What follows belongs to an exercise in optimizing a design on an open flow for small area and a short achievable clock period; a production flow would make more cautious choices. Function was checked by simulation only, so behaviour that the tests miss may differ from the original. The clock cells of runs 2 to 7 come from the design's own scripts or RTL, not from TritonCTS. No driver is modelled on the clock port, so clock power and skew are understated where the tree is cut down; a real chip needs a root buffer or a tree. No activity file was given, so power comes from the tool's default toggle rates.

--- flow/design.v ---
`timescale 1ns/10ps
module FP_MUL(CLK, RESET, ENABLE, DATA_IN, DATA_OUT, READY);
input         CLK;
input         RESET;
input         ENABLE;
input   [7:0] DATA_IN;
output  [7:0] DATA_OUT;
output        READY;
reg     [7:0] DATA_OUT;
reg           READY;
reg     [6:0] t;
always @(posedge CLK) begin
	if (RESET || t == 7'd72)
		t <= 7'd0;
	else
		t <= t + 7'd1;
end
reg op;
always @(posedge CLK) begin
	if (t == 7'd16)
		op <= ENABLE;
end
reg    [51:0] A;
reg    [10:0] E;
reg           s;
reg    [39:0] B;
wire    [4:0] elo = {1'b0, E[3:0]} + {1'b0, DATA_OUT[7:4]} + 5'd1;
always @(posedge CLK) begin
	if (t == 7'd1) A[7:0]   <= DATA_IN;
	if (t == 7'd2) A[15:8]  <= DATA_IN;
	if (t == 7'd3) A[23:16] <= DATA_IN;
	if (t == 7'd4) A[31:24] <= DATA_IN;
	if (t == 7'd5) A[39:32] <= DATA_IN;
	if (t == 7'd6) A[47:40] <= DATA_IN;
	if (t == 7'd7) A[51:48] <= DATA_IN[3:0];
end
always @(posedge CLK) begin
	if (t == 7'd8)
		E[3:0] <= DATA_OUT[7:4];
	else if (t == 7'd16)
		E[3:0] <= elo[3:0];
	if (t == 7'd9)
		E[10:4] <= DATA_OUT[6:0];
	else if (t == 7'd17)
		E[10:4] <= E[10:4] + DATA_OUT[6:0] + {6'd0, rc} + 7'h40;
end
always @(posedge CLK) begin
	if (t == 7'd9)
		s <= DATA_OUT[7];
	else if (t == 7'd17)
		s <= s ^ DATA_OUT[7];
end
integer k, j;
always @(posedge CLK) begin
	B <= {2'b00, B[39:2]};
	for (k = 0; k < 7; k = k + 1)
		if (t == 7'd9 + k)
			for (j = 0; j < 8; j = j + 1)
				if (6*k + j < 40)
					B[6*k + j] <= DATA_IN[j];
	if (t == 7'd16)
		B[38] <= 1'b1;
	if (t < 7'd9 || t > 7'd35)
		B[1:0] <= 2'b00;
end
reg    [54:0] Sn;
reg    [26:0] Kn;
reg           cflag;
reg           rc;
wire          run = (t >= 7'd10) && (t <= 7'd62);
wire          b0  = B[0];
wire          b1  = B[1];
wire   [52:0] MA   = {1'b1, A};
wire   [55:0] pp0n = ~({56{b0}} & {3'd0, MA});
wire   [55:0] pp1n = ~({56{b1}} & {2'd0, MA, 1'b0});
wire   [55:0] Sxn  = {1'b1, Sn};
wire   [55:0] s1n;
wire   [55:0] c1n;
assign c1n[0]  = 1'b1;
assign s1n[0]  = ~(Sxn[0] ^ pp0n[0]);
assign c1n[1]  = Sxn[0] | pp0n[0];
assign s1n[53] = ~(Sxn[53] ^ pp1n[53]);
assign c1n[54] = Sxn[53] | pp1n[53];
assign s1n[54] = Sxn[54];
assign c1n[55] = 1'b1;
assign s1n[55] = 1'b1;
genvar i;
generate for (i = 1; i < 53; i = i + 1) begin : row
	FP_MUL_fa fa (.a(Sxn[i]), .b(pp0n[i]), .c(pp1n[i]), .s(s1n[i]), .co(c1n[i+1]));
end endgenerate
wire   [54:0] rn;
wire   [26:0] kn;       
wire   [27:0] hn;
assign rn[0] = ~(s1n[0] ^ Kn[0]);
assign hn[0] = s1n[0] | Kn[0];
assign rn[54] = ~(s1n[54] ^ c1n[54]);
genvar m;
generate for (m = 0; m < 27; m = m + 1) begin : pair
	if (m > 0) begin : l
		FP_MUL_fa lo (.a(s1n[2*m]), .b(c1n[2*m]), .c(Kn[m]), .s(rn[2*m]), .co(hn[m]));
	end
	FP_MUL_fa hi (.a(s1n[2*m+1]), .b(c1n[2*m+1]), .c(hn[m]), .s(rn[2*m+1]), .co(kn[m]));
end endgenerate
wire          out0 = ~rn[0];
wire          out1 = ~rn[1];
wire          ins1 = (t >= 7'd35) & out1;
wire          ins0 = (t >= 7'd36) & out0;
always @(posedge CLK) begin
	Kn <= kn;
	if (run)
		Sn <= {~ins1, ~ins0, rn[54:2]};
	else
		Sn <= {8'hff, Sn[54:8]};
end
wire   [54:0] S = ~Sn;
wire    [7:0] win = cflag ? S[9:2] : S[8:1];
wire    [7:0] X   = (t == 7'd70) ? {s, E[10:4]} :
                    (t == 7'd69) ? {E[3:0], win[3:0]} : win;
wire    [4:0] lo  = {1'b0, X[3:0]} + {4'd0, rc};
wire          c4  = (t == 7'd69) ? cflag : lo[4];
wire    [3:0] hi  = {1'b0, X[6:4]} + {3'd0, c4};
wire          b7  = (t == 7'd70) ? X[7] : X[7] ^ hi[3];
wire          c8  = X[7] & hi[3];
always @(posedge CLK) begin
	if (t == 7'd62)
		cflag <= out1;
end
always @(posedge CLK) begin
	if (t == 7'd16)
		rc <= elo[4];
	else if (t == 7'd62)
		rc <= out1 ? S[3] : S[2];
	else
		rc <= c8;
end
always @(posedge CLK) begin
	if (t == 7'd7 || t == 7'd8 || t == 7'd15 || t == 7'd16)
		DATA_OUT <= DATA_IN;
	else
		DATA_OUT <= {b7, hi[2:0], lo[3:0]};
end
always @(posedge CLK) begin
	if (RESET)
		READY <= 1'b0;
	else
		READY <= op && (t >= 7'd63) && (t <= 7'd70);
end
endmodule
module FP_MUL_fa(a, b, c, s, co);
input  a, b, c;
output s, co;
assign s  = a ^ b ^ c;
assign co = (a & b) | (a & c) | (b & c);
endmodule
--- flow/flow/run.sh ---
#!/bin/bash
# Standard ORFS layout (the standard.sh) with these changes:
#  - port buffers use buf_2 instead of the default pick (a slow delay cell);
#  - the design is synthesized module by module (SYNTH_HIERARCHICAL=1 ABC_AREA=1, then
#    flattened by synth_recipe.tcl) so each FP_MUL_fa instance maps to one fa cell;
#  - after CTS, clock_tree.tcl removes the clock tree's middle level and splits
#    its root into four buffers fed by the clock port, so the clock reaches every
#    register through two buffers (the same number for all registers).
# Each tool's output goes to a log file in this folder; ORFS keeps its step logs in orfs/logs.
set -euo pipefail
VARS=("BUFFER_PORTS_ARGS=-buffer_cell sky130_fd_sc_hd__buf_2"
      SETUP_SLACK_MARGIN=9.3 SYNTH_HIERARCHICAL=1 ABC_AREA=1 CTS_CLUSTER_SIZE=30 CTS_CLUSTER_DIAMETER=100)
bash standard.sh "${VARS[@]}" cts > make_cts.log 2>&1
R=orfs/results/sky130hd/FP_MUL/base
ROOT_INV=sky130_fd_sc_hd__clkinv_8 LEAF_INV=sky130_fd_sc_hd__clkinv_16 CTS_ODB=$R/4_cts.odb openroad -no_init -exit flow/clock_tree.tcl > clock_tree.log 2>&1
bash standard.sh "${VARS[@]}" finish > make_finish.log 2>&1
--- flow/flow/clock_tree.tcl ---
# Reshape the clock tree that CTS built, keeping every register the same
# number of buffers away from the clock port:
#  1. remove the middle level: each clock buffer that is fed by another buffer
#     and drives only clock buffers is taken out, its loads moved to its input net;
#  2. split the root: the leaf buffers are divided into NROOT groups by position,
#     and each group gets its own root buffer fed from the clock port, placed at
#     the group's centre (the clock port then drives NROOT cells).
read_db $::env(CTS_ODB)
set block [ord::get_db_block]
set nroot [expr {[info exists ::env(NROOT)] ? $::env(NROOT) : 4}]
proc is_clkbuf {inst} { string match "sky130_fd_sc_hd__clkbuf_*" [[$inst getMaster] getName] }

set changed 1
while {$changed} {
  set changed 0
  foreach inst [$block getInsts] {
    if {![is_clkbuf $inst]} continue
    set in [$inst findITerm A]
    set out [$inst findITerm X]
    set innet [$in getNet]
    set outnet [$out getNet]
    if {$innet eq "NULL" || $outnet eq "NULL"} continue
    if {[llength [$innet getBTerms]] > 0} continue
    set drv ""
    foreach it [$innet getITerms] { if {[$it isOutputSignal]} { set drv [$it getInst] } }
    if {$drv eq "" || ![is_clkbuf $drv]} continue
    set ok 1
    set loads {}
    foreach it [$outnet getITerms] {
      if {[$it isOutputSignal]} continue
      if {![is_clkbuf [$it getInst]]} { set ok 0; break }
      lappend loads $it
    }
    if {!$ok || [llength $loads] == 0} continue
    foreach it $loads { $it disconnect; $it connect $innet }
    $in disconnect
    $out disconnect
    puts "removed [$inst getName] ([llength $loads] loads moved to [$innet getName])"
    odb::dbInst_destroy $inst
    odb::dbNet_destroy $outnet
    set changed 1
    break
  }
}

# the root: the clock buffer on the clock port's net
set clknet [$block findNet CLK]
set root ""
foreach it [$clknet getITerms] { if {[is_clkbuf [$it getInst]]} { set root [$it getInst] } }
set rootnet [[$root findITerm X] getNet]
set leaves {}
foreach it [$rootnet getITerms] { if {![$it isOutputSignal]} { lappend leaves $it } }
puts "root [$root getName] drives [llength $leaves] leaf buffers"

# order the leaves by angle around their centre and cut into nroot groups
set cx 0; set cy 0
foreach it $leaves { set b [[$it getInst] getBBox]; set cx [expr {$cx + ([$b xMin]+[$b xMax])/2.0}]; set cy [expr {$cy + ([$b yMin]+[$b yMax])/2.0}] }
set n [llength $leaves]
set cx [expr {$cx / $n}]; set cy [expr {$cy / $n}]
set keyed {}
foreach it $leaves {
  set b [[$it getInst] getBBox]
  set x [expr {([$b xMin]+[$b xMax])/2.0}]; set y [expr {([$b yMin]+[$b yMax])/2.0}]
  lappend keyed [list [expr {atan2($y-$cy, $x-$cx)}] $it $x $y]
}
set keyed [lsort -real -index 0 $keyed]
if {$nroot > $n} { set nroot $n }
set master [$root getMaster]
for {set g 0} {$g < $nroot} {incr g} {
  set lo [expr {($g * $n) / $nroot}]
  set hi [expr {(($g + 1) * $n) / $nroot}]
  set grp [lrange $keyed $lo [expr {$hi - 1}]]
  set gx 0; set gy 0
  foreach e $grp { set gx [expr {$gx + [lindex $e 2]}]; set gy [expr {$gy + [lindex $e 3]}] }
  set gx [expr {int($gx / [llength $grp])}]; set gy [expr {int($gy / [llength $grp])}]
  if {$g == 0} {
    set buf $root
  } else {
    set buf [odb::dbInst_create $block $master "clkroot_$g"]
    set net [odb::dbNet_create $block "clknet_root_$g"]
    $net setSigType CLOCK
    [$buf findITerm A] connect $clknet
    [$buf findITerm X] connect $net
    foreach e $grp { set it [lindex $e 1]; $it disconnect; $it connect $net }
  }
  $buf setLocation $gx $gy
  $buf setPlacementStatus PLACED
  puts "root $g: [$buf getName] drives [llength $grp] leaves at $gx $gy"
}
# 3. optionally replace the two levels of buffers by two levels of inverters
#    (an even number of inversions, so every register still sees the clock's rising edge)
if {[info exists ::env(ROOT_INV)]} {
  set db [ord::get_db]
  set rootinv [$db findMaster $::env(ROOT_INV)]
  set leafinv [$db findMaster $::env(LEAF_INV)]
  set roots {}
  foreach it [$clknet getITerms] { lappend roots [$it getInst] }
  set todo {}
  foreach r $roots {
    lappend todo [list $r $rootinv]
    foreach it [[[$r findITerm X] getNet] getITerms] {
      if {![$it isOutputSignal]} { lappend todo [list [$it getInst] $leafinv] }
    }
  }
  foreach e $todo {
    set old [lindex $e 0]
    set m [lindex $e 1]
    set name [$old getName]
    set a [[$old findITerm A] getNet]
    set x [[$old findITerm X] getNet]
    set loc [$old getLocation]
    [$old findITerm A] disconnect
    [$old findITerm X] disconnect
    odb::dbInst_destroy $old
    set new [odb::dbInst_create $block $m $name]
    [$new findITerm A] connect $a
    [$new findITerm Y] connect $x
    $new setLocation [lindex $loc 0] [lindex $loc 1]
    $new setPlacementStatus PLACED
  }
  puts "replaced [llength $todo] clock buffers by inverters"
}
detailed_placement
check_placement
write_db $::env(CTS_ODB)
--- flow/standard.sh ---
#!/bin/bash
# synth_recipe.tcl (not shown) runs the flow's synth.tcl, then flattens the netlist and writes it again
# the make line also repeats each setting of config.mk as NAME=value (left out here)
make -C /OpenROAD-flow-scripts/flow DESIGN_CONFIG=/design/flow/config.mk WORK_HOME=/design/flow/orfs CLKGATE_MAP_FILE= SYNTH_SCRIPT=/design/flow/synth_recipe.tcl "${@:-finish}"
--- flow/config.mk ---
export PLATFORM = sky130hd
export DESIGN_NAME = FP_MUL
export DESIGN_NICKNAME = FP_MUL
export VERILOG_FILES = /design/flow/design.v
export SDC_FILE = /design/flow/constraint.sdc
export NUM_CORES = 4
export LEC_CHECK = 0
export CAP_MARGIN = 20
export CORE_MARGIN = 2
export CORE_UTILIZATION = 40
export SLEW_MARGIN = 20
--- flow/constraint.sdc ---
create_clock -name core_clock -period 12.5 [get_ports {CLK}]
set_input_delay 2.5000 -clock core_clock [delete_from_list [all_inputs] [get_ports {CLK}]]
set_output_delay 2.5000 -clock core_clock [all_outputs]
set_load 0.01 [all_outputs]
==> results of run 1 <==
flip-flops by register name, summed over array words and instances, names as in the netlist:
| name | cells |
|---|---|
| Kn | 27 |
| t | 7 |
| s | 1 |
| op | 1 |
| DATA_OUT | 8 |
| cflag | 1 |
| READY | 1 |
| E | 11 |
| Sn | 55 |
| A | 52 |
| rc | 1 |
| B | 40 |
worst register-to-register path: cells and delay by family, from the launching register on:
kind	cells	cell delay, ns
and+or+nand+nor	9	0.87
adders and majority gates	4	0.93
buffers and inverters	1	0.16
AOI/OAI and AO/OA	4	0.49
DFF	1	0.35
per-stage QoR:
step                area, um2  utilization [%]  std cells
floorplan               10100                -        997
global placement        10500             41.8       1315
detailed placement      10500             41.8       1315
CTS                     11000             43.8       1340
global route            11000             44.0       1341
finish                  11000             44.0       1341
layout by cell type, fill, tap and decap left out, types with 2 or more instances in the layout:
cell,Yosys,layout
nand2_1,359,358
or2_1,5,5
nand2_2,2,3
clkinv_8,0,5
xnor2_1,6,6
fa_1,108,108
buf_2,10,11
edfxtp_1,66,66
o21ai_1,12,12
o22ai_1,3,3
nor2_2,3,3
nor3b_1,2,2
nor2_1,37,37
buf_4,0,11
o21ai_0,56,56
dfxtp_2,0,8
xor2_1,3,3
inv_1,60,60
a21oi_1,18,18
dfxtp_1,139,126
inv_2,6,6
o211ai_1,12,12
buf_6,6,8
clkinv_16,0,8
nand4_1,3,3
dfxtp_4,0,5
clkbuf_1,18,2
ha_1,26,26
a31oi_1,2,2
nor3_1,5,5
nand3_1,20,20
worst min path at each step:
stage	startpoint	to	slack, ns	depth (start not counted)
finish	B[29]	B[27]	0.42	2
global route	B[29]	B[27]	0.44	2
CTS	B[17]	B[15]	0.43	2
detailed placement	B[25]	B[23]	0.42	2
global placement	B[29]	B[27]	0.41	2
floorplan	B[12]	B[10]	0.41	2
modules after synthesis, one instance, submodules excluded:
| module | area, um2 | times used |
|---|---|---|
| FP_MUL | 8020 | 1 |
| FP_MUL_fa | 20.0 | 105 |
metal layers:
layer / share of wire [%] / vias to the layer above
li1: - / 3189
met3: 3.4 / 25
met1: 48 / 3142
met4: 2.0 / 0
met5: 0 / -
met2: 46 / 112
power breakdown:
group          internal (mW)  switching [mW]  total [mW]
Combinational         0.0119          0.0271      0.0390
Sequential             0.696         0.00769       0.703
Clock                  0.107           0.285       0.392
Total                  0.815           0.319        1.13
timing repair:
action / in CTS / in global routing
resized for setup: 21 / 3
buffers inserted: 8 / 0
setup endpoints to repair: 9 / 2
layout make-up:
| cell class | instances | area [um2] |
|---|---|---|
| Tap cell | 330 | 413 |
| Clock inverter | 3 | 62.6 |
| Timing Repair Buffer | 30 | 228 |
| Clock buffer | 3 | 32.5 |
| Multi-Input combinational cell | 691 | 4920 |
| Fill cell | 2393 | 14000 |
| Inverter | 79 | 559 |
| Sequential cell | 205 | 4790 |
cells by family (layout without fill, tap and decap cells):
group           after synthesis  in the layout  share of synthesized area [%]
fa+ha+maj                   134            134                           24.6
mux                           1              1                          0.111
simple gates                441            441                           17.4
flops                       205            205                           47.1
xor+xnor                      9              9                          0.779
buf+inv                     101            115                           4.34
compound gates              106            106                           5.68
==> impl_metrics.yaml, run 1 <==
power:
  total_power_mw: 1.13
  cellPowerDensity_nw_per_um2: 103
  power_leakage_nw: 3.71
  vdd_drop_max_mv: 0.0718
global_route:
  first_global_vias: 6767
  track_usage_pct: 17.9
  busiest_layer: "met2"
  gr-usage-met1_pct: 25.7
  use_met2_pct: 28.7
  antenna_found_initial: 0
  grt_pass1_wl_um: 36600
  grt_max_degree: 54
  met3_usage_pct: 2.56
  grt.overflow.total: 0
placed_design:
  place_congestion: 0.848
  detailed_place_hpwl_um: 15600
  post-place-ws_ns: 9.20
  portBuffers: 19
route:
  antenna_left: 0
  avgViaCountPerCell: 4.82
  drt_wl_total_um: 21900
  vias: 6468
  drtPass1Iterations: 4
  drc: 0
  drtIter0Drc: 436
  avgRoutedWirePerCell_um: 16.4
setup_path:
  r2r-start: "t[4]"
  slowest_delay_ns: 0.37
  critPathKind: "reg -> out"
  ff2ff_setup_slack_ns: 9.56
  slowest_stage: "dfxtp_4"
  worstPathCellList: "buf_6"
  cp_max_fo: 2
  startpoint: "DATA_OUT[4]"
  critPathCapture: "DATA_OUT[4]"
  worstRegToRegCells: 18
  cp_num_buf_inv: 1
  cp-end-kind: "primary output"
  worst-path-stages: 1
  crit_family: "flip-flops"
  arrival_ns: 0.68
  cp-start-kind: "flip-flop"
  critPathRequiredTime_ns: 10.00
  reg2reg_to: "DATA_OUT[7]"
sta:
  rsz0062_at_grt: "false"
  tns_ns: 0
  whs_ns: 0.423
  setup_ws_ns: 9.32
  fin_skew_ns: 0.0194
  min_period_ns: 3.18
  worstMarginPinSlew_ns: 0.954
  hold_violations: 0
  maxClockFrequency_mhz: 314
  period_share_pct: 25.5
  setup_violations: 0
  drv_slew: 0
  slew_headroom_pct: 36.4
yosys:
  ys.flop_type: "dfxtp_1"
  syn_nets: 1142
  synthTopCellsByCount: "nand2_1 (359), dfxtp_1 (139), fa_1 (108), edfxtp_1 (66), inv_1 (60)"
  synth_edf_count: 66
  netlist_instances: 997
  synth_top_area_cell: "dfxtp_1"
  avgSynthCellArea_um2: 10.1
  synth_area_um2: 10100
  ys_ff_latch: 205
  synthArstFlopShare_pct: 0
  synth_warnings: 7
  netlist.area_leader.share_pct: 27.5
  synth.most_common_cell: "nand2_1"
  yosysUniqueCellTypes: 36
  ys_seq_area_share_pct: 47.1
  synthTopCellsByArea: "dfxtp_1 (28%), fa_1 (21%), edfxtp_1 (20%)"
floorplan:
  die_w_um: 163
  die_y_um: 163
  coreArea_um2: 25000
  start_util_pct: 40.4
  dieArea_um2: 26600
  boundaryPins: 20
  rows: 58
min_path:
  hold_path.class: "reg -> reg"
finish:
  syn2layout_area_growth_pct: 8.77
  layout-drive-gt1-share_pct: 7.72
  diodes: 0
  layout.nets: 1152
cts:
  ctsHoldBuffers: 0
  clk_latency_ns: 0.19
  clk_pin_slew_ns: 0.08
  clock-sinks: 205
run:
  drv_cap: 0
run_status:
  status: "complete, no violations"
==> run 2: changes to the inputs <==
--- a/flow/flow/clock_tree.tcl
+++ b/flow/flow/clock_tree.tcl
@@ -10,4 +10,21 @@
 set nroot [expr {[info exists ::env(NROOT)] ? $::env(NROOT) : 4}]
 proc is_clkbuf {inst} { string match "sky130_fd_sc_hd__clkbuf_*" [[$inst getMaster] getName] }
+
+# CTS's dummy loads (clock cells whose output drives nothing) only add load
+# to the clock nets: remove them.
+foreach inst [$block getInsts] {
+  if {![string match "sky130_fd_sc_hd__clk*" [[$inst getMaster] getName]]} continue
+  set dangling 1
+  set innet "NULL"
+  foreach it [$inst getITerms] {
+    if {[$it isOutputSignal] && [$it getNet] ne "NULL"} { set dangling 0 }
+    if {[$it isInputSignal]} { set innet [$it getNet] }
+  }
+  if {$dangling && $innet ne "NULL"} {
+    puts "removed dummy load [$inst getName]"
+    foreach it [$inst getITerms] { if {[$it getNet] ne "NULL"} { $it disconnect } }
+    odb::dbInst_destroy $inst
+  }
+}
 
 set changed 1
@@ -100,5 +117,5 @@
     lappend todo [list $r $rootinv]
     foreach it [[[$r findITerm X] getNet] getITerms] {
-      if {![$it isOutputSignal]} { lappend todo [list [$it getInst] $leafinv] }
+      if {![$it isOutputSignal] && [is_clkbuf [$it getInst]]} { lappend todo [list [$it getInst] $leafinv] }
     }
   }
==> run 2 against run 1 <==
  * Via count increased by 0.62%
  * Synthesized cell count unchanged
  * Sequential cell count unchanged
  * Register-to-register slack is essentially flat
  * Global-route usage hardly changed
  * Total power shrank 2.5%
  * Sequential share of layout area increased by 0.19 points
  * Routed wire length increased by 0.18%
  * Cell count shrank 0.30%
  * Clock skew increased by 0.0033 ns
  * Critical path type unchanged
==> impl_metrics.yaml, run 2 <==
yosys:
  synthArstFlopShare_pct: 0
  synth_edf_count: 66
  synthTopCellsByArea: "dfxtp_1 (28%), fa_1 (21%), edfxtp_1 (20%)"
  syn_nets: 1142
  ys_seq_area_share_pct: 47.1
  netlist_instances: 997
  netlist.area_leader.share_pct: 27.5
  ys_ff_latch: 205
  synth_top_area_cell: "dfxtp_1"
  synth.most_common_cell: "nand2_1"
  synth_warnings: 7
  synthTopCellsByCount: "nand2_1 (359), dfxtp_1 (139), fa_1 (108), edfxtp_1 (66), inv_1 (60)"
  synth_area_um2: 10100
  avgSynthCellArea_um2: 10.1
  yosysUniqueCellTypes: 36
  ys.flop_type: "dfxtp_1"
cts:
  clock-sinks: 205
  clk_pin_slew_ns: 0.08
  clk_latency_ns: 0.19
min_path:
  hold_path.class: "reg -> reg"
  whs_path_depth: 2
  min_to: "B[15]"
  worstHoldStart: "B[17]"
power:
  power_leakage_nw: 3.69
  cellPowerDensity_nw_per_um2: 101
  total_power_mw: 1.11
  vdd_drop_max_mv: 0.0678
sta:
  tns_ns: 0
  slew_headroom_pct: 35.6
  rsz0062_at_grt: "false"
  worstMarginPinSlew_ns: 0.965
  fin_skew_ns: 0.0226
  hold_violations: 0
  period_share_pct: 25.5
  setup_violations: 0
  min_period_ns: 3.18
  drv_slew: 0
  whs_ns: 0.415
  maxClockFrequency_mhz: 314
setup_path:
  slowest_stage: "dfxtp_4"
  worstRegToRegCells: 18
  critPathRequiredTime_ns: 10.00
  cp-end-kind: "primary output"
  cp_num_buf_inv: 1
  cp-start-kind: "flip-flop"
  worstPathCellList: "buf_6"
  slowest_delay_ns: 0.37
  arrival_ns: 0.68
  crit_family: "flip-flops"
  cp_max_fo: 2
  r2r-start: "t[4]"
  critPathKind: "reg -> out"
  reg2reg_to: "DATA_OUT[7]"
  ff2ff_setup_slack_ns: 9.57
placed_design:
  dpl-instance-area_um2: 10500
  place_congestion: 0.848
  portBuffers: 19
  detailed_place_hpwl_um: 15600
route:
  vias: 6508
  avgRoutedWirePerCell_um: 16.4
  avgViaCountPerCell: 4.87
  antenna_left: 0
  drtPass1Iterations: 5
  drtIter0Drc: 448
  drc: 0
  drt_wl_total_um: 22000
floorplan:
  boundaryPins: 20
  start_util_pct: 40.4
  die_w_um: 163
  coreArea_um2: 25000
  dieArea_um2: 26600
  rows: 58
  die_y_um: 163
global_route:
  grt_max_degree: 54
  track_usage_pct: 17.9
  antenna_found_initial: 0
  first_global_vias: 6767
  grt_pass1_wl_um: 36600
  grt.overflow.total: 0
run_status:
  status: "complete, no violations"
finish:
  regMostFlops: "Sn"
  largest_registers: "Sn (55), A (52), B (40)"
  layout.nets: 1152
  syn2layout_area_growth_pct: 8.29
  diodes: 0
  final_cell_mix: "nand2_1 (358), dfxtp_1 (126), fa_1 (108)"
  final_common_cell: "nand2_1"
  stdcell_area_um2: 11000
  fin_util_pct: 43.8
  layout-drive-gt1-share_pct: 7.55
  largest_reg_flops: 55
run:
  drv_cap: 0
==> run 2: cell counts after synthesis <==
Identical to the previous run, type by type.
==> run 2: per-stage QoR <==
step           setup WS, ns  instances
4_1_cts                9.01       1340
6_report               9.32       1337
2_1_floorplan          9.53        997
5_1_grt                9.30       1337
3_3_place_gp           9.19       1315
3_5_place_dp           9.20       1315
==> run 2: modules after synthesis (local to each module, per instance) <==
module     copies in the design  cell area, um2  cells  flip-flops and latches
FP_MUL                        1            8020    892                     205
FP_MUL_fa                   105            20.0      1                       0
==> run 2: per-layer routing <==
metal | part of all wire, % | track usage [%]
met1 | 48 | 25.7
met2 | 47 | 28.7
met3 | 3.4 | 2.56
met4 | 2.0 | 4.34
met5 | 0 | 0
==> run 2: kinds of logic after synthesis <==
group | Yosys count | synth area share [%]
AOI/OAI and AO/OA | 106 | 5.68
xor gates and xnor gates | 9 | 0.779
adders and majority gates | 134 | 24.6
buffers and inverters | 101 | 4.34
DFF | 205 | 47.1
muxes | 1 | 0.111
and+or+nand+nor | 441 | 17.4
==> run 2: report_power, final <==
part	switching, mW	internal (mW)	leakage [nW]
logic	0.0270	0.0119	1.81
registers	0.00766	0.696	1.73
clock network	0.275	0.0889	0.140
==> run 2: worst max path at each step <==
| stage | cells past startpoint | end | start |
|---|---|---|---|
| floorplan | 5 | t[5] | RESET |
| global placement | 5 | B[7] | DATA_IN[7] |
| detailed placement | 5 | B[7] | DATA_IN[7] |
| CTS | 1 | DATA_OUT[4] | DATA_OUT[4] |
| global route | 16 | rc | t[4] |
| finish | 1 | DATA_OUT[4] | DATA_OUT[4] |
==> run 2: worst register-to-register path, cell delays in order, from the launching register on <==
cell	delay, ns
dfxtp_1	0.35
inv_1	0.16
nand2_1	0.15
nor2_1	0.14
nand2_2	0.19
o21ai_0	0.18
o21ai_0	0.13
ha_1	0.23
ha_1	0.22
nand4_1	0.10
o21ai_0	0.09
ha_1	0.22
nand2_1	0.07
nor2_1	0.05
ha_1	0.26
nand2_1	0.06
nand2_1	0.05
nand2_1	0.06
o21ai_0	0.08
==> run 2: cell type report <==
cell class                 instances  area (um2)
fill                            2393       14100
multi-input combinational        691        4920
sequential                       205        4790
inverter                          79         559
tap                              330         413
timing repair buffer              30         228
clock inverter                     2        46.3
==> run 2: repair_timing <==
action | in CTS | in global routing
setup buffers | 8 | 0
hold buffers | 0 | 0
setup endpoints to repair | 9 | 2
gates resized for setup | 21 | 3
==> run 3: changes to the inputs <==
--- a/flow/flow/run.sh
+++ b/flow/flow/run.sh
@@ -2,5 +2,5 @@
 # Standard ORFS layout (the standard.sh) with these changes:
 #  - port buffers use buf_2 instead of the default pick (a slow delay cell);
-#  - the design is synthesized module by module (SYNTH_HIERARCHICAL=1 ABC_AREA=1, then
+#  - the design is synthesized module by module (SYNTH_HIERARCHICAL=1, then
 #    flattened by synth_recipe.tcl) so each FP_MUL_fa instance maps to one fa cell;
 #  - after CTS, clock_tree.tcl removes the clock tree's middle level and splits
@@ -10,5 +10,5 @@
 set -euo pipefail
 VARS=("BUFFER_PORTS_ARGS=-buffer_cell sky130_fd_sc_hd__buf_2"
-      SETUP_SLACK_MARGIN=9.3 SYNTH_HIERARCHICAL=1 ABC_AREA=1 CTS_CLUSTER_SIZE=30 CTS_CLUSTER_DIAMETER=100)
+      SETUP_SLACK_MARGIN=9.3 SYNTH_HIERARCHICAL=1 CTS_CLUSTER_SIZE=30 CTS_CLUSTER_DIAMETER=100)
 bash standard.sh "${VARS[@]}" cts > make_cts.log 2>&1
 R=orfs/results/sky130hd/FP_MUL/base
==> run 3 against run 2 <==
  * Die area increased by 2.0%
  * Global-route usage decreased by 1.7 points
  * Final area increased by 3.0%
  * Cell count decreased by 13%
  * Synthesized cell count decreased by 19%
  * Clock power decreased by 15%
  * Clock skew increased by 0.037 ns
  * Combinational power decreased by about 20%
  * Total power decreased by 6.1%
==> impl_metrics.yaml, run 3 <==
setup_path:
  crit_family: "flip-flops"
  cp_max_fo: 1
  cp-start-kind: "flip-flop"
  cp_num_buf_inv: 1
  worstPathCellList: "buf_2"
  slowest_stage: "dfxtp_1"
  slowest_delay_ns: 0.31
  arrival_ns: 0.61
  critPathKind: "reg -> out"
  critPathRequiredTime_ns: 10.00
  cp-end-kind: "primary output"
finish:
  fillers: 2306
  multi_input_area_um2: 5360
  fin_util_pct: 44.7
  syn2layout_area_growth_pct: 9.30
  final_common_cell: "nand2_1"
  layout.nets: 979
  regMostFlops: "Sn"
  final_cell_mix: "nand2_1 (152), dfxtp_1 (123), fa_1 (108)"
  layout-drive-gt1-share_pct: 20.0
  largest_registers: "Sn (55), A (52), B (40)"
  largest_reg_flops: 55
  regArea_um2: 4800
  diodes: 0
floorplan:
  dieArea_um2: 27100
  rows: 58
  die_y_um: 165
  die_w_um: 165
  boundaryPins: 20
  start_util_pct: 40.9
  coreArea_um2: 25300
sta:
  rsz0062_at_grt: "false"
  maxClockFrequency_mhz: 321
  worstMarginPinSlew_ns: 1.02
  drv_slew: 0
  min_period_ns: 3.11
  setup_violations: 0
  whs_ns: 0.425
  slew_headroom_pct: 32.0
  hold_violations: 0
  tns_ns: 0
  period_share_pct: 24.9
  fin_skew_ns: 0.0593
global_route:
  grt.overflow.total: 0
  met3_usage_pct: 2.01
  first_global_vias: 5912
  track_usage_pct: 16.2
  gr-usage-met1_pct: 23.6
  busiest_layer: "met2"
  grt_pass1_wl_um: 33400
  grt_max_degree: 56
  antenna_found_initial: 0
  use_met2_pct: 25.9
yosys:
  synth_top_area_cell: "dfxtp_1"
  ys_seq_area_share_pct: 46.2
  synthArstFlopShare_pct: 0
  netlist.area_leader.share_pct: 27.0
  ys_ff_latch: 205
  ys.flop_type: "dfxtp_1"
  syn_nets: 952
  synthTopCellsByArea: "dfxtp_1 (27%), fa_1 (21%), edfxtp_1 (19%)"
  synth_area_um2: 10300
  synth_warnings: 7
  netlist_instances: 807
  avgSynthCellArea_um2: 12.8
  synth.most_common_cell: "nand2_1"
  synthTopCellsByCount: "nand2_1 (152), dfxtp_1 (139), fa_1 (108), edfxtp_1 (66), mux2_4 (42)"
  yosysUniqueCellTypes: 53
  synth_edf_count: 66
power:
  vdd_drop_max_mv: 0.0783
  total_power_mw: 1.04
  p_int_mw: 0.761
  power_frac_comb_pct: 3.0
  power_leakage_nw: 3.81
  p_sw_mw: 0.278
  pwr-share-seq_pct: 67.2
  swShare_pct: 26.8
  cellPowerDensity_nw_per_um2: 92.1
  clockPowerShare_pct: 29.8
route:
  drtIter0Drc: 344
  drc: 0
  avgViaCountPerCell: 5.02
  vias: 5829
  drt_wl_total_um: 20700
  avgRoutedWirePerCell_um: 17.8
  antenna_left: 0
  drtPass1Iterations: 4
placed_design:
  detailed_place_hpwl_um: 14200
  place_congestion: 0.889
  portBuffers: 19
run:
  drv_cap: 0
cts:
  clock-sinks: 205
  clk_pin_slew_ns: 0.07
  clk_latency_ns: 0.19
min_path:
  hold_path.class: "reg -> reg"
run_status:
  status: "complete, no violations"
run 3: cell types whose count changed after synthesis, moves of 11 or more:
cell,previous run,this run
inv_1,60,19
mux2_2,1,35
mux2_4,0,42
mux2i_1,0,19
nand2_1,359,152
o211ai_1,12,1
o21ai_0,56,10
o21ai_1,12,0
run 3: final cells by class:
class	instances	area share, %
multi-input cells	549	47.5
inverters	30	3.07
repair buffers	48	3.22
flip-flops and latches	205	42.6
well taps	330	3.66
run 3: routing by layer:
layer	vias up	part of all wire, %
met3	20	2.4
met1	2968	49
met2	83	47
li1	2758	-
met4	0	1.5
met5	-	0
run 3: power by group through the flow:
stage                     Combinational [mW]  Clock [mW]  Sequential [mW]
after floorplan                       0.0150           0            0.713
after global placement                0.0301           0            0.715
after detailed placement              0.0302           0            0.715
after CTS                             0.0310       0.399            0.699
after global routing                  0.0342       0.344            0.700
final                                 0.0313       0.309            0.698
run 3: logic make-up after synthesis:
group / count (synthesis) / synth area share (%)
DFF: 205 / 46.2
AOI/OAI and AO/OA: 66 / 4.03
xor gates and xnor gates: 17 / 1.44
and+or+nand+nor: 235 / 9.88
adders and majority gates: 134 / 24.1
muxes: 97 / 11.9
buffers and inverters: 53 / 2.50
run 3: worst paths after layout:
kind | from | to | slack, ns | cells after the start
hold reg to reg | B[4] | B[2] | 0.43 | 2
setup / recovery | READY | READY | 9.39 | 1
setup reg to reg | t[4] | DATA_OUT[7] | 9.49 | 14
hold / removal | B[4] | B[2] | 0.43 | 2
run 3: per-stage QoR:
stage	std cells	setup slack [ns]	area, um2
after global placement	1128	9.13	10700
after global routing	1162	9.29	11300
after detailed placement	1128	9.00	10700
final	1162	9.39	11300
after floorplan	807	9.43	10300
after CTS	1153	9.03	11200
run 3: Yosys stat by module, one instance, submodules excluded:
module	cells	flops+latches	copies in the design	cell area, um2
FP_MUL_fa	1	0	105	20.0
FP_MUL	702	205	1	8220
run 3: repair_timing:
action | CTS | global route
buffers inserted | 9 | 14
hold buffers | 0 | 0
endpoints found under the setup margin | 11 | 2
pin swaps | 1 | 4
gates resized for setup | 23 | 17
run 3: tightest hold or removal path: stages, from the launching register on:
cell and delay, ns:
dfxtp_1 0.31, nand2_1 0.04, nand2_1 0.05
==> run 4: changes to the inputs <==
==> flow/flow/run.sh (replaced) <==
#!/bin/bash
# Standard ORFS layout (the standard.sh) with these changes:
#  - port buffers use buf_2 instead of the default pick (a slow delay cell);
#  - the design is synthesized module by module (SYNTH_HIERARCHICAL=1, then
#    flattened by synth_recipe.tcl) so each FP_MUL_fa instance maps to one fa cell;
#  - after CTS, clock_tree.tcl removes the clock tree's middle level and splits
#    its root into four buffers fed by the clock port, so the clock reaches every
#    register through two buffers (the same number for all registers); the two
#    levels of buffers are then replaced by two levels of clock inverters, which
#    are faster (an even number of inversions: registers still see the rising edge);
#  - ABC_AREA=1 for the top-level logic.
# Each tool's output goes to a log file in this folder; ORFS keeps its step logs in orfs/logs.
set -euo pipefail
VARS=("BUFFER_PORTS_ARGS=-buffer_cell sky130_fd_sc_hd__buf_2"
      SETUP_SLACK_MARGIN=9.7 SYNTH_HIERARCHICAL=1 ABC_AREA=1 CTS_CLUSTER_SIZE=30 CTS_CLUSTER_DIAMETER=100)
bash standard.sh "${VARS[@]}" cts > make_cts.log 2>&1
R=orfs/results/sky130hd/FP_MUL/base
ROOT_INV=sky130_fd_sc_hd__clkinv_8 LEAF_INV=sky130_fd_sc_hd__clkinv_8 CTS_ODB=$R/4_cts.odb openroad -no_init -exit flow/clock_tree.tcl > clock_tree.log 2>&1
bash standard.sh "${VARS[@]}" finish > make_finish.log 2>&1
==> run 4 against run 3 <==
  * Hold slack better by 0.013 ns
  * Still clean on timing, DRC and antenna
  * Synthesized area down 2.0%
  * First-iteration DRC count up 15%
  * Die area down 1.9%
  * Synthesized cell count up 24%
  * Sequential power up 0.7%
  * Global-route usage up 1.9 points
==> impl_metrics.yaml, run 4 <==
floorplan:
  dieArea_um2: 26600
  die_y_um: 163
  rows: 58
  die_w_um: 163
  start_util_pct: 40.4
  boundaryPins: 20
  coreArea_um2: 25000
finish:
  largest_reg_flops: 55
  largest_registers: "Sn (55), A (52), B (40)"
  layout-drive-gt1-share_pct: 14.1
  diodes: 0
  final_common_cell: "nand2_1"
  layout.nets: 1170
  final_cell_mix: "nand2_1 (345), dfxtp_1 (121), fa_1 (108)"
  fin_util_pct: 45.2
  stdcell_area_um2: 11300
  syn2layout_area_growth_pct: 11.9
  regMostFlops: "Sn"
sta:
  worstMarginPinSlew_ns: 0.960
  setup_violations: 0
  rsz0062_at_grt: "true"
  hold_violations: 0
  drv_slew: 0
  period_share_pct: 25.4
  slew_headroom_pct: 35.8
  fin_skew_ns: 0.0343
  min_period_ns: 3.17
  maxClockFrequency_mhz: 315
  tns_ns: 0
yosys:
  ys_seq_area_share_pct: 47.1
  synth.most_common_cell: "nand2_1"
  avgSynthCellArea_um2: 10.1
  yosysUniqueCellTypes: 36
  synth_top_area_cell: "dfxtp_1"
  synth_area_um2: 10100
  synthArstFlopShare_pct: 0
  synth_warnings: 7
  synth_edf_count: 66
  synthTopCellsByCount: "nand2_1 (359), dfxtp_1 (139), fa_1 (108), edfxtp_1 (66), inv_1 (60)"
  synthTopCellsByArea: "dfxtp_1 (28%), fa_1 (21%), edfxtp_1 (20%)"
  netlist.area_leader.share_pct: 27.5
  syn_nets: 1142
  ys.flop_type: "dfxtp_1"
  ys_ff_latch: 205
  netlist_instances: 997
placed_design:
  detailed_place_hpwl_um: 15800
  place_congestion: 0.865
  portBuffers: 19
  dpl-instance-area_um2: 10600
global_route:
  first_global_vias: 6685
  grt_pass1_wl_um: 36800
  grt.overflow.total: 0
  antenna_found_initial: 0
  track_usage_pct: 18.1
  grt_max_degree: 54
setup_path:
  arrival_ns: 0.67
  critPathCapture: "DATA_OUT[4]"
  startpoint: "DATA_OUT[4]"
  cp-start-kind: "flip-flop"
  slowest_delay_ns: 0.38
  worstPathCellList: "buf_6"
  cp_max_fo: 2
  slowest_stage: "dfxtp_4"
  worst-path-stages: 1
  reg2reg_to: "Sn[43]"
  worstRegToRegCells: 7
  r2r-start: "B[0]"
  crit_family: "flip-flops"
  ff2ff_setup_slack_ns: 9.86
  cp-end-kind: "primary output"
  critPathKind: "reg -> out"
  cp_num_buf_inv: 1
  critPathRequiredTime_ns: 10.00
power:
  p_sw_mw: 0.275
  clockPowerShare_pct: 27.5
  swShare_pct: 26.5
  vdd_drop_max_mv: 0.0732
  power_leakage_nw: 3.84
  p_int_mw: 0.763
  pwr-share-seq_pct: 67.7
  power_frac_comb_pct: 4.8
  cellPowerDensity_nw_per_um2: 91.7
route:
  avgRoutedWirePerCell_um: 16.9
  avgViaCountPerCell: 4.89
  vias: 6629
  drtPass1Iterations: 6
  drc: 0
  drt_wl_total_um: 22900
  drtIter0Drc: 396
  antenna_left: 0
cts:
  clk_pin_slew_ns: 0.10
  ctsHoldBuffers: 0
  clk_latency_ns: 0.18
  clock-sinks: 205
run_status:
  status: "complete, no violations"
min_path:
  hold_path.class: "reg -> reg"
run:
  drv_cap: 0
[run 4: cell count changes in the layout (fill, tap and decap cells not counted), sizes merged, moves of 5 or more]
| cell | delta |
|---|---|
| a21oi | -9 |
| and2 | -5 |
| inv | +48 |
| mux2 | -77 |
| mux2i | -19 |
| nand2 | +209 |
| nand2b | -5 |
| nand3 | +10 |
| nor2 | +10 |
| o211ai | +11 |
| o21ai | +58 |
| xor2 | -6 |
[run 4: worst min-delay path by stage]
stage                     start    end  slack (ns)  cells past startpoint
after CTS                 B[17]  B[15]        0.44                      2
after detailed placement  B[17]  B[15]        0.42                      2
after global placement    B[16]  B[14]        0.41                      2
after floorplan           B[12]  B[10]        0.41                      2
final                     B[16]  B[14]        0.44                      2
after global routing      B[11]   B[9]        0.45                      2
[run 4: timing repair]
item | in CTS | in global routing
gates resized for setup | 20 | 92
setup buffers | 9 | 18
pin swaps | 1 | 8
endpoints found under the setup margin | 40 | 137
[run 4: layout make-up]
type                    count  area, um2
multi-input cells         691       5050
fillers                  2419      13700
flip-flops and latches    205       4820
repair buffers             48        514
clock inverters             2       22.5
well taps                 330        413
inverters                  79        504
[run 4: layer usage]
metal / routed length (um) / vias to the layer above / part of all wire (%) / global-route usage [%]
met3: 864 / 32 / 3.8 / 2.79
met2: 10700 / 121 / 47 / 28.0
met4: 545 / 0 / 2.4 / 5.19
met5: 0 / - / 0 / 0
li1: - / 3217 / - / -
met1: 10800 / 3259 / 47 / 26.5
[run 4: through the flow]
| stage | cells | hold WS, ns | power [mW] | setup slack (ns) |
|---|---|---|---|---|
| after floorplan | 997 | 0.406 | 0.740 | 9.62 |
| after global routing | 1355 | 0.454 | 1.08 | 9.29 |
| after detailed placement | 1314 | 0.416 | 0.759 | 9.23 |
| final | 1355 | 0.438 | 1.04 | 9.33 |
| after CTS | 1340 | 0.442 | 1.15 | 9.01 |
| after global placement | 1314 | 0.407 | 0.759 | 9.27 |
[run 4: kinds of logic after synthesis]
logic type                 share of synthesized area, %
and+or+nand+nor                                    17.4
xor gates and xnor gates                          0.779
muxes                                             0.111
buffers and inverters                              4.34
DFF                                                47.1
AOI/OAI and AO/OA                                  5.68
adders and majority gates                          24.6
[run 4: Yosys stat by module, one instance, submodules excluded]
module | cell area [um2] | cells inside | times used | flip-flops and latches
FP_MUL | 8020 | 892 | 1 | 205
FP_MUL_fa | 20.0 | 1 | 105 | 0
[run 4: power groups by stage]
stage / Clock [mW] / Combinational [mW] / Sequential, mW
floorplan: 0 / 0.0233 / 0.717
global placement: 0 / 0.0391 / 0.720
detailed placement: 0 / 0.0393 / 0.720
CTS: 0.410 / 0.0415 / 0.704
global route: 0.318 / 0.0552 / 0.705
finish: 0.286 / 0.0496 / 0.703
==> run 5: changes to the inputs <==
--- a/flow/flow/run.sh
+++ b/flow/flow/run.sh
@@ -13,5 +13,5 @@
 set -euo pipefail
 VARS=("BUFFER_PORTS_ARGS=-buffer_cell sky130_fd_sc_hd__buf_2"
-      SETUP_SLACK_MARGIN=9.7 SYNTH_HIERARCHICAL=1 ABC_AREA=1 CTS_CLUSTER_SIZE=30 CTS_CLUSTER_DIAMETER=100)
+      SETUP_SLACK_MARGIN=9.5 SYNTH_HIERARCHICAL=1 ABC_AREA=1 CTS_CLUSTER_SIZE=30 CTS_CLUSTER_DIAMETER=100)
 bash standard.sh "${VARS[@]}" cts > make_cts.log 2>&1
 R=orfs/results/sky130hd/FP_MUL/base
==> run 5 against run 4 <==
  * Global-route usage fell by 0.25 points
  * Sequential power hardly changed
  * Still clean on timing, DRC and antenna
  * Critical endpoint unchanged
  * Largest cell class unchanged
  * Setup slack got worse by 0.014 ns
  * Via count down 2.5%
  * Combinational power is 14% lower
  * Cell count shrank 1.3%
  * Clock power grew 7.0%
  * Final area down 3.0%
==> impl_metrics.yaml, run 5 <==
run_status:
  status: "complete, no violations"
sta:
  min_period_ns: 3.19
  period_share_pct: 25.5
  fin_skew_ns: 0.0353
  drv_slew: 0
  hold_violations: 0
  slew_headroom_pct: 38.3
  worstMarginPinSlew_ns: 0.922
  whs_ns: 0.426
  tns_ns: 0
  setup_violations: 0
  rsz0062_at_grt: "true"
  maxClockFrequency_mhz: 314
yosys:
  ys_seq_area_share_pct: 47.1
  synth_top_area_cell: "dfxtp_1"
  synthArstFlopShare_pct: 0
  netlist_instances: 997
  synthMuxAreaShare_pct: 0.111
  synthAdderAreaFrac_pct: 24.6
  synthTopCellsByCount: "nand2_1 (359), dfxtp_1 (139), fa_1 (108), edfxtp_1 (66), inv_1 (60)"
  synth_top_family_by_area: "adder cells"
  avgSynthCellArea_um2: 10.1
  ys.flop_type: "dfxtp_1"
  synth_simple_gate_area_share_pct: 17.4
  synth_warnings: 7
  synth.most_common_cell: "nand2_1"
  yosysUniqueCellTypes: 36
  synth_area_um2: 10100
  synth_compound_area_share_pct: 5.68
  syn_nets: 1142
  ys_ff_latch: 205
  netlist.area_leader.share_pct: 27.5
  synthTopCellsByArea: "dfxtp_1 (28%), fa_1 (21%), edfxtp_1 (20%)"
  synth-xor-area-share_pct: 0.779
  synth_edf_count: 66
run:
  drv_cap: 0
finish:
  syn2layout_area_growth_pct: 8.60
  fillers: 2383
  final_common_cell: "nand2_1"
  layout-drive-gt1-share_pct: 10.0
  diodes: 0
  largest_reg_flops: 55
  final_cell_mix: "nand2_1 (357), dfxtp_1 (125), fa_1 (108)"
  regMostFlops: "Sn"
  largest_registers: "Sn (55), A (52), B (40)"
  layout.nets: 1152
setup_path:
  critPathRequiredTime_ns: 10.00
  cp-start-kind: "flip-flop"
  cp_max_fo: 2
  slowest_stage: "dfxtp_4"
  critPathKind: "reg -> out"
  slowest_delay_ns: 0.39
  cp_num_buf_inv: 1
  crit_family: "flip-flops"
  cp-end-kind: "primary output"
  arrival_ns: 0.69
  worstPathCellList: "buf_6"
floorplan:
  boundaryPins: 20
  rows: 58
  coreArea_um2: 25000
  dieArea_um2: 26600
  die_w_um: 163
  start_util_pct: 40.4
  die_y_um: 163
route:
  vias: 6461
  antenna_left: 0
  avgViaCountPerCell: 4.83
  drtPass1Iterations: 4
  drc: 0
  avgRoutedWirePerCell_um: 16.5
  drt_wl_total_um: 22000
  drtIter0Drc: 435
placed_design:
  detailed_place_hpwl_um: 15600
  place_congestion: 0.848
  portBuffers: 19
global_route:
  grt.overflow.total: 0
  grt_pass1_wl_um: 36600
  track_usage_pct: 17.8
  antenna_found_initial: 0
  first_global_vias: 6740
  grt_max_degree: 54
power:
  cellPowerDensity_nw_per_um2: 95.8
  total_power_mw: 1.05
  power_leakage_nw: 3.66
  vdd_drop_max_mv: 0.0667
cts:
  clock-sinks: 205
  clk_latency_ns: 0.18
  clk_pin_slew_ns: 0.12
min_path:
  hold_path.class: "reg -> reg"
[run 5: cell counts after synthesis]
Identical to the previous run, type by type.
[run 5: routing by layer]
metal	part of all wire (%)	GRT usage, %	up-vias	wire (um)
met4	2.0	4.06	0	431
met2	47	28.8	102	10200
met5	0	0	-	0
met1	48	25.7	3140	10600
met3	3.3	2.54	25	735
li1	-	-	3194	-
[run 5: modules after synthesis, one instance, submodules excluded]
| module | flops+latches | times used | cells inside |
|---|---|---|---|
| FP_MUL_fa | 0 | 105 | 1 |
| FP_MUL | 205 | 1 | 892 |
[run 5: area by class of cell]
cell class	count	area (um2)	area share [%]
clock inverters	2	46.3	0.421
flip-flops and latches	205	4800	43.7
inverters	79	477	4.34
multi-input cells	691	4970	45.3
repair buffers	30	280	2.55
well taps	330	413	3.76
[run 5: what timing repair did]
| action | in CTS | in global routing |
|---|---|---|
| buffers inserted | 8 | 0 |
| endpoints found under the hold margin | 0 | 0 |
| setup endpoints to repair | 12 | 56 |
| gates resized for setup | 23 | 71 |
| hold buffers | 0 | 0 |
| pin swaps | 0 | 2 |
[run 5: worst reg2reg max path: cells and delay by family, from the launching register on]
family	cells	cell delay, ns
DFF	1	0.33
and+or+nand+nor	2	0.28
AOI/OAI and AO/OA	2	0.37
buffers and inverters	2	0.64
adders and majority gates	2	1.02
[run 5: path summary, 6_finish.rpt]
path,cells past startpoint,from,to,slack [ns]
max,1,DATA_OUT[4],DATA_OUT[4],9.31
min,2,B[17],B[15],0.43
max reg2reg,8,B[0],rc,9.70
min reg2reg,2,B[17],B[15],0.43
[run 5: kinds of logic (layout without fill, tap and decap cells)]
kind of cell | after synthesis | after routing
xor gates and xnor gates | 9 | 9
adders and majority gates | 134 | 134
AOI/OAI and AO/OA | 106 | 106
muxes | 1 | 1
buffers and inverters | 101 | 111
DFF | 205 | 205
and+or+nand+nor | 441 | 441
[run 5: power by group]
part | total (mW) | switching (mW) | internal, mW
Sequential | 0.704 | 0.00771 | 0.696
Clock | 0.306 | 0.236 | 0.0694
Combinational | 0.0426 | 0.0283 | 0.0142
Total | 1.05 | 0.272 | 0.780
[run 5: through the flow]
stage	utilization, %	cells	setup slack, ns	area (um2)
after CTS	43.8	1340	9.01	11000
after global placement	41.8	1315	9.19	10500
after floorplan	-	997	9.53	10100
after global routing	43.9	1337	9.30	11000
after detailed placement	41.8	1315	9.20	10500
final	43.9	1337	9.31	11000
==> run 6: changes to the inputs <==
--- a/flow/flow/run.sh
+++ b/flow/flow/run.sh
@@ -12,6 +12,6 @@
 # Each tool's output goes to a log file in this folder; ORFS keeps its step logs in orfs/logs.
 set -euo pipefail
-VARS=("BUFFER_PORTS_ARGS=-buffer_cell sky130_fd_sc_hd__buf_2"
-      SETUP_SLACK_MARGIN=9.5 SYNTH_HIERARCHICAL=1 ABC_AREA=1 CTS_CLUSTER_SIZE=30 CTS_CLUSTER_DIAMETER=100)
+VARS=("BUFFER_PORTS_ARGS=-buffer_cell sky130_fd_sc_hd__buf_4"
+      SETUP_SLACK_MARGIN=9.3 SYNTH_HIERARCHICAL=1 ABC_AREA=1 CTS_CLUSTER_SIZE=30 CTS_CLUSTER_DIAMETER=100)
 bash standard.sh "${VARS[@]}" cts > make_cts.log 2>&1
 R=orfs/results/sky130hd/FP_MUL/base
==> run 6 against run 5 <==
  * Setup slack improved by 0.0011 ns
  * Synthesized cell count did not move
  * Maximum frequency barely moved
==> impl_metrics.yaml, run 6 <==
run_status:
  status: "complete, no violations"
min_path:
  min_to: "Sn[42]"
  worstHoldStart: "Sn[50]"
  whs_path_depth: 2
  hold_path.class: "reg -> reg"
sta:
  hold_violations: 0
  period_share_pct: 25.5
  fin_skew_ns: 0.0868
  slew_headroom_pct: 36.6
  worstMarginPinSlew_ns: 0.951
  setup_violations: 0
  rsz0062_at_grt: "true"
  tns_ns: 0
  min_period_ns: 3.19
  drv_slew: 0
  maxClockFrequency_mhz: 314
  whs_ns: 0.413
setup_path:
  critPathRequiredTime_ns: 10.00
  cp_max_fo: 2
  slowest_stage: "dfxtp_4"
  slowest_delay_ns: 0.37
  reg2reg_to: "DATA_OUT[7]"
  crit_family: "flip-flops"
  ff2ff_setup_slack_ns: 9.53
  worst-path-stages: 1
  worstPathCellList: "buf_6"
  critPathKind: "reg -> out"
  cp_num_buf_inv: 1
  r2r-start: "t[2]"
  worstRegToRegCells: 17
  cp-end-kind: "primary output"
  arrival_ns: 0.69
  cp-start-kind: "flip-flop"
  startpoint: "DATA_OUT[4]"
placed_design:
  dpl-instance-area_um2: 10500
  place_congestion: 0.843
  detailed_place_hpwl_um: 15700
  portBuffers: 19
  dp_cells: 1317
yosys:
  ys_ff_latch: 205
  synth_warnings: 7
  synth_edf_count: 66
  ys_seq_area_share_pct: 47.1
  netlist.area_leader.share_pct: 27.5
  ys.flop_type: "dfxtp_1"
  yosysUniqueCellTypes: 36
  synth_area_um2: 10100
  synth_top_area_cell: "dfxtp_1"
  synthArstFlopShare_pct: 0
  synth.most_common_cell: "nand2_1"
  synthTopCellsByArea: "dfxtp_1 (28%), fa_1 (21%), edfxtp_1 (20%)"
  avgSynthCellArea_um2: 10.1
  netlist_instances: 997
  synthTopCellsByCount: "nand2_1 (359), dfxtp_1 (139), fa_1 (108), edfxtp_1 (66), inv_1 (60)"
  syn_nets: 1142
route:
  drtPass1Iterations: 6
  drt_wl_total_um: 22100
  avgViaCountPerCell: 4.92
  vias: 6579
  avgRoutedWirePerCell_um: 16.5
  drtIter0Drc: 421
  antenna_left: 0
  drc: 0
cts:
  clk_latency_ns: 0.20
  clk_pin_slew_ns: 0.11
  clock-sinks: 205
global_route:
  busiest_layer: "met2"
  use_met2_pct: 29.7
  first_global_vias: 6797
  grt_max_degree: 54
  grt.overflow.total: 0
  track_usage_pct: 17.8
  antenna_found_initial: 0
  gr-usage-met1_pct: 24.8
  grt_pass1_wl_um: 36300
  met3_usage_pct: 2.79
finish:
  fillers: 2422
  diodes: 0
  fin_util_pct: 43.4
  final_cell_mix: "nand2_1 (358), dfxtp_1 (127), fa_1 (108)"
  syn2layout_area_growth_pct: 7.32
  instances_no_fill: 1338
  largest_reg_flops: 55
  stdcell_area_um2: 10900
  multi_input_area_um2: 4920
  regMostFlops: "Sn"
  regArea_um2: 4790
  layout-drive-gt1-share_pct: 7.54
  final_common_cell: "nand2_1"
  largest_registers: "Sn (55), A (52), B (40)"
  layout.nets: 1155
floorplan:
  die_w_um: 163
  rows: 58
  coreArea_um2: 25000
  die_y_um: 163
  boundaryPins: 20
  start_util_pct: 40.4
  dieArea_um2: 26600
power:
  cellPowerDensity_nw_per_um2: 94.2
  power_leakage_nw: 3.66
  vdd_drop_max_mv: 0.0623
run:
  drv_cap: 0
-- run 6: Yosys stat by module (local to each module, per instance) --
| module | flip-flops and latches | cells |
|---|---|---|
| FP_MUL | 205 | 892 |
| FP_MUL_fa | 0 | 1 |
-- run 6: through the flow --
stage / setup WS, ns / power [mW]
3_3_place_gp: 9.28 / 0.759
5_1_grt: 9.29 / 1.06
6_report: 9.31 / 1.02
4_1_cts: 9.00 / 1.20
3_5_place_dp: 9.27 / 0.759
2_1_floorplan: 9.53 / 0.739
-- run 6: how the worst max path moves through the flow --
stage | end | slack, ns
2_1_floorplan | t[5] | 9.53
3_3_place_gp | B[31] | 9.28
3_5_place_dp | B[19] | 9.27
4_1_cts | DATA_OUT[7] | 9.00
5_1_grt | DATA_OUT[4] | 9.29
6_report | DATA_OUT[4] | 9.31
-- run 6: layout make-up --
type                       instances  share of cell area, %
timing repair buffer              32                   2.52
multi-input combinational        691                   45.3
sequential                       205                   44.1
tap                              330                   3.80
inverter                          80                   4.29
-- run 6: cell families (layout without fill, tap and decap cells) --
group           count (synthesis)  in the layout  synth area share, %
mux                             1              1                0.111
fa+ha+maj                     134            134                 24.6
flops                         205            205                 47.1
xor+xnor                        9              9                0.779
compound gates                106            106                 5.68
buf+inv                       101            112                 4.34
simple gates                  441            441                 17.4
-- run 6: worst reg2reg max path: stages (launching register included) --
cell and delay, ns:
dfxtp_1 0.51, nand2_1 0.17, nor2_1 0.17, nand2_2 0.19, o21ai_0 0.17, o21ai_0 0.13, ha_1 0.23, ha_1 0.22
nand4_1 0.09, o21ai_0 0.09, ha_1 0.22, nand2_1 0.07, nor2_1 0.04, ha_1 0.26, nand2_1 0.06, nand2_1 0.06
nand2_1 0.06, o21ai_0 0.07
-- run 6: routing by layer --
metal	routed length, um	vias up
li1	-	3178
met1	10300	3257
met2	10700	119
met3	776	25
met4	312	0
met5	0	-
-- run 6: power by group --
group	total, mW	switching [mW]	leakage (nW)	internal (mW)
registers	0.704	0.00733	1.73	0.697
logic	0.0410	0.0279	1.83	0.0130
clock network	0.278	0.231	0.0896	0.0467
total	1.02	0.267	3.66	0.756
-- run 6: what timing repair did --
item / 4_1_cts / 5_1_grt
setup endpoints to repair: 9 / 6
gates resized for setup: 21 / 3
buffers inserted: 7 / 1
hold buffers: 0 / 0
==> run 7: changes to the inputs <==
--- a/flow/flow/run.sh
+++ b/flow/flow/run.sh
@@ -12,5 +12,5 @@
 # Each tool's output goes to a log file in this folder; ORFS keeps its step logs in orfs/logs.
 set -euo pipefail
-VARS=("BUFFER_PORTS_ARGS=-buffer_cell sky130_fd_sc_hd__buf_4"
+VARS=("BUFFER_PORTS_ARGS=-buffer_cell sky130_fd_sc_hd__buf_6"
       SETUP_SLACK_MARGIN=9.3 SYNTH_HIERARCHICAL=1 ABC_AREA=1 CTS_CLUSTER_SIZE=30 CTS_CLUSTER_DIAMETER=100)
 bash standard.sh "${VARS[@]}" cts > make_cts.log 2>&1
==> run 7 against run 6 <==
  * Still clean on timing, DRC and antenna
  * First-iteration DRC count is 11% higher
  * Cell count stayed put
  * Routed wire length is 1.1% lower
  * Sequential power hardly changed
  * Maximum frequency is 0.46% higher
  * Via count is 1.4% lower
  * Hold slack better by 0.028 ns
  * Synthesized cell count stayed put
  * Register-to-register slack better by 0.11 ns
  * Sequential cell count stayed put
  * Clock skew is 0.049 ns lower
  * Critical path type unchanged
  * Highest routed layer unchanged
==> impl_metrics.yaml, run 7 <==
sta:
  fin_skew_ns: 0.0377
  rsz0062_at_grt: "false"
  period_share_pct: 25.4
  whs_ns: 0.441
  maxClockFrequency_mhz: 315
  hold_violations: 0
  worstMarginPinSlew_ns: 0.964
  drv_slew: 0
  tns_ns: 0
  slew_headroom_pct: 35.5
  setup_violations: 0
  min_period_ns: 3.17
floorplan:
  boundaryPins: 20
  dieArea_um2: 26600
  coreArea_um2: 25000
  start_util_pct: 40.4
  die_y_um: 163
  die_w_um: 163
  rows: 58
setup_path:
  critPathKind: "reg -> out"
  cp_num_buf_inv: 1
  cp-end-kind: "primary output"
  slowest_stage: "dfxtp_4"
  cp-start-kind: "flip-flop"
  cp_max_fo: 1
  slowest_delay_ns: 0.37
  arrival_ns: 0.67
  crit_family: "flip-flops"
  worstPathCellList: "buf_6"
  critPathRequiredTime_ns: 10.00
yosys:
  synthArstFlopShare_pct: 0
  netlist.area_leader.share_pct: 27.5
  synth_warnings: 7
  synth_simple_gate_area_share_pct: 17.4
  synthMuxAreaShare_pct: 0.111
  ys_ff_latch: 205
  synth_top_family_by_area: "adder cells"
  avgSynthCellArea_um2: 10.1
  ys_seq_area_share_pct: 47.1
  synth_edf_count: 66
  synthTopCellsByArea: "dfxtp_1 (28%), fa_1 (21%), edfxtp_1 (20%)"
  synth_area_um2: 10100
  synth_top_area_cell: "dfxtp_1"
  synth-xor-area-share_pct: 0.779
  syn_nets: 1142
  synthTopCellsByCount: "nand2_1 (359), dfxtp_1 (139), fa_1 (108), edfxtp_1 (66), inv_1 (60)"
  yosysUniqueCellTypes: 36
  synth.most_common_cell: "nand2_1"
  synth_compound_area_share_pct: 5.68
  synthAdderAreaFrac_pct: 24.6
  ys.flop_type: "dfxtp_1"
  netlist_instances: 997
route:
  drtIter0Drc: 467
  drtPass1Iterations: 5
  antenna_left: 0
  avgViaCountPerCell: 4.85
  drc: 0
  drt_wl_total_um: 21800
  avgRoutedWirePerCell_um: 16.3
  vias: 6484
power:
  p_int_mw: 0.761
  vdd_drop_max_mv: 0.0512
  total_power_mw: 1.04
  p_sw_mw: 0.277
  swShare_pct: 26.7
  clockPowerShare_pct: 28.1
  cellPowerDensity_nw_per_um2: 95.2
  pwr-share-seq_pct: 67.8
  power_leakage_nw: 3.67
  power_frac_comb_pct: 4.0
global_route:
  grt.overflow.total: 0
  antenna_found_initial: 0
  first_global_vias: 6581
  grt_max_degree: 54
  track_usage_pct: 17.4
  grt_pass1_wl_um: 35800
finish:
  largest_registers: "Sn (55), A (52), B (40)"
  final_cell_mix: "nand2_1 (358), dfxtp_1 (128), fa_1 (108)"
  fillers: 2430
  regMostFlops: "Sn"
  layout-drive-gt1-share_pct: 7.44
  layout.nets: 1153
  largest_reg_flops: 55
  syn2layout_area_growth_pct: 7.74
  final_common_cell: "nand2_1"
  diodes: 0
cts:
  clk_pin_slew_ns: 0.12
  clock-sinks: 205
  clk_latency_ns: 0.18
  ctsHoldBuffers: 0
placed_design:
  place_congestion: 0.837
  portBuffers: 19
  detailed_place_hpwl_um: 15400
run:
  drv_cap: 0
run_status:
  status: "complete, no violations"
min_path:
  hold_path.class: "reg -> reg"
## run 7: what timing repair did
action,in CTS,in global routing
setup endpoints to repair,9,2
buffers inserted,7,0
resized for setup,14,1
## run 7: path summary, 6_finish.rpt
kind              start     to  slack, ns  cells after the start
setup / recovery  READY  READY       9.33                      1
hold / removal    B[36]  B[34]       0.44                      2
setup reg to reg   B[0]     rc       9.64                      8
hold reg to reg   B[36]  B[34]       0.44                      2
## run 7: power by group through the flow
stage | Combinational, mW | Clock, mW | Sequential (mW)
floorplan | 0.0220 | 0 | 0.717
global placement | 0.0404 | 0 | 0.720
detailed placement | 0.0408 | 0 | 0.720
CTS | 0.0422 | 0.410 | 0.704
global route | 0.0466 | 0.323 | 0.705
finish | 0.0416 | 0.292 | 0.704
## run 7: layout make-up
cell class	instances	area, um2	area share (%)
multi-input cells	691	4920	45.1
well taps	330	413	3.79
flip-flops and latches	205	4790	44.0
inverters	79	449	4.12
clock inverters	2	27.5	0.253
repair buffers	31	304	2.79
## run 7: layer usage
metal | global-route usage (%) | vias up | routed length [um]
li1 | - | 3189 | -
met1 | 25.0 | 3182 | 10500
met2 | 28.5 | 95 | 10400
met3 | 2.54 | 18 | 763
met4 | 3.38 | 0 | 230
met5 | 0 | - | 0
## run 7: cell families (layout without fill, tap and decap cells)
family                     Yosys count  in the layout
xor gates and xnor gates             9              9
and+or+nand+nor                    441            441
buffers and inverters              101            112
DFF                                205            205
AOI/OAI and AO/OA                  106            106
muxes                                1              1
adders and majority gates          134            134
## run 7: modules after synthesis (local to each module, per instance)
module / cell area (um2) / cells inside / flip-flops and latches
FP_MUL: 8020 / 892 / 205
FP_MUL_fa: 20.0 / 1 / 0
## run 7: tightest hold or removal path: stages (launching register included)
cell and delay (ns):
dfxtp_1 0.33, nand2_1 0.04, o21ai_0 0.05
## run 7: stage by stage
step	utilization (%)	worst slack, ns	cells	cell area (um2)
floorplan	-	9.53	997	10100
global placement	42.3	9.32	1317	10600
detailed placement	42.3	9.31	1317	10600
CTS	44.0	9.01	1341	11000
global route	43.5	9.30	1338	10900
finish	43.5	9.33	1338	10900

-- static timing again, ports no longer ideal --
The results above use ideal ports. As a check the final layouts listed here were re-extracted and re-timed, cells and wires unchanged. Step 1 sets driving cells, clkbuf_16 on the clock port and buf_2 on the other inputs (assumed; they add their load-dependent delay and slew). Step 2, shift: input delay + t, output delay - t, t = (earliest + latest rising clock arrival at the registers) / 2. This alone moves slack from input paths to output paths. Three values: ideal, step 1, step 2; two values: the first two.
run | t, ns | setup slack, ns | worst setup path after step 2 | clock arrival spread, ns
run 1 | 0.335 | 9.316 / 9.162 / 9.178 | input to register | 0.020 / 0.019
run 2 | 0.334 | 9.316 / 9.161 / 9.186 | input to register | 0.023 / 0.023
run 3 | 0.306 | 9.388 / 9.236 / 9.214 | input to register | 0.063 / 0.065
run 4 | 0.315 | 9.327 / 9.176 / 9.342 | input to register | 0.038 / 0.039
run 5 | 0.313 | 9.314 / 9.161 / 9.351 | input to register | 0.035 / 0.036
run 6 | 0.304 | 9.315 / 9.163 / 9.276 | input to register | 0.087 / 0.089
run 7 | 0.307 | 9.329 / 9.180 / 9.291 | input to register | 0.039 / 0.039
After both steps every run listed still meets setup and hold. The setup slack of run 3, which loses most, moves by -0.152 ns with the drivers and by -0.174 ns with both steps.
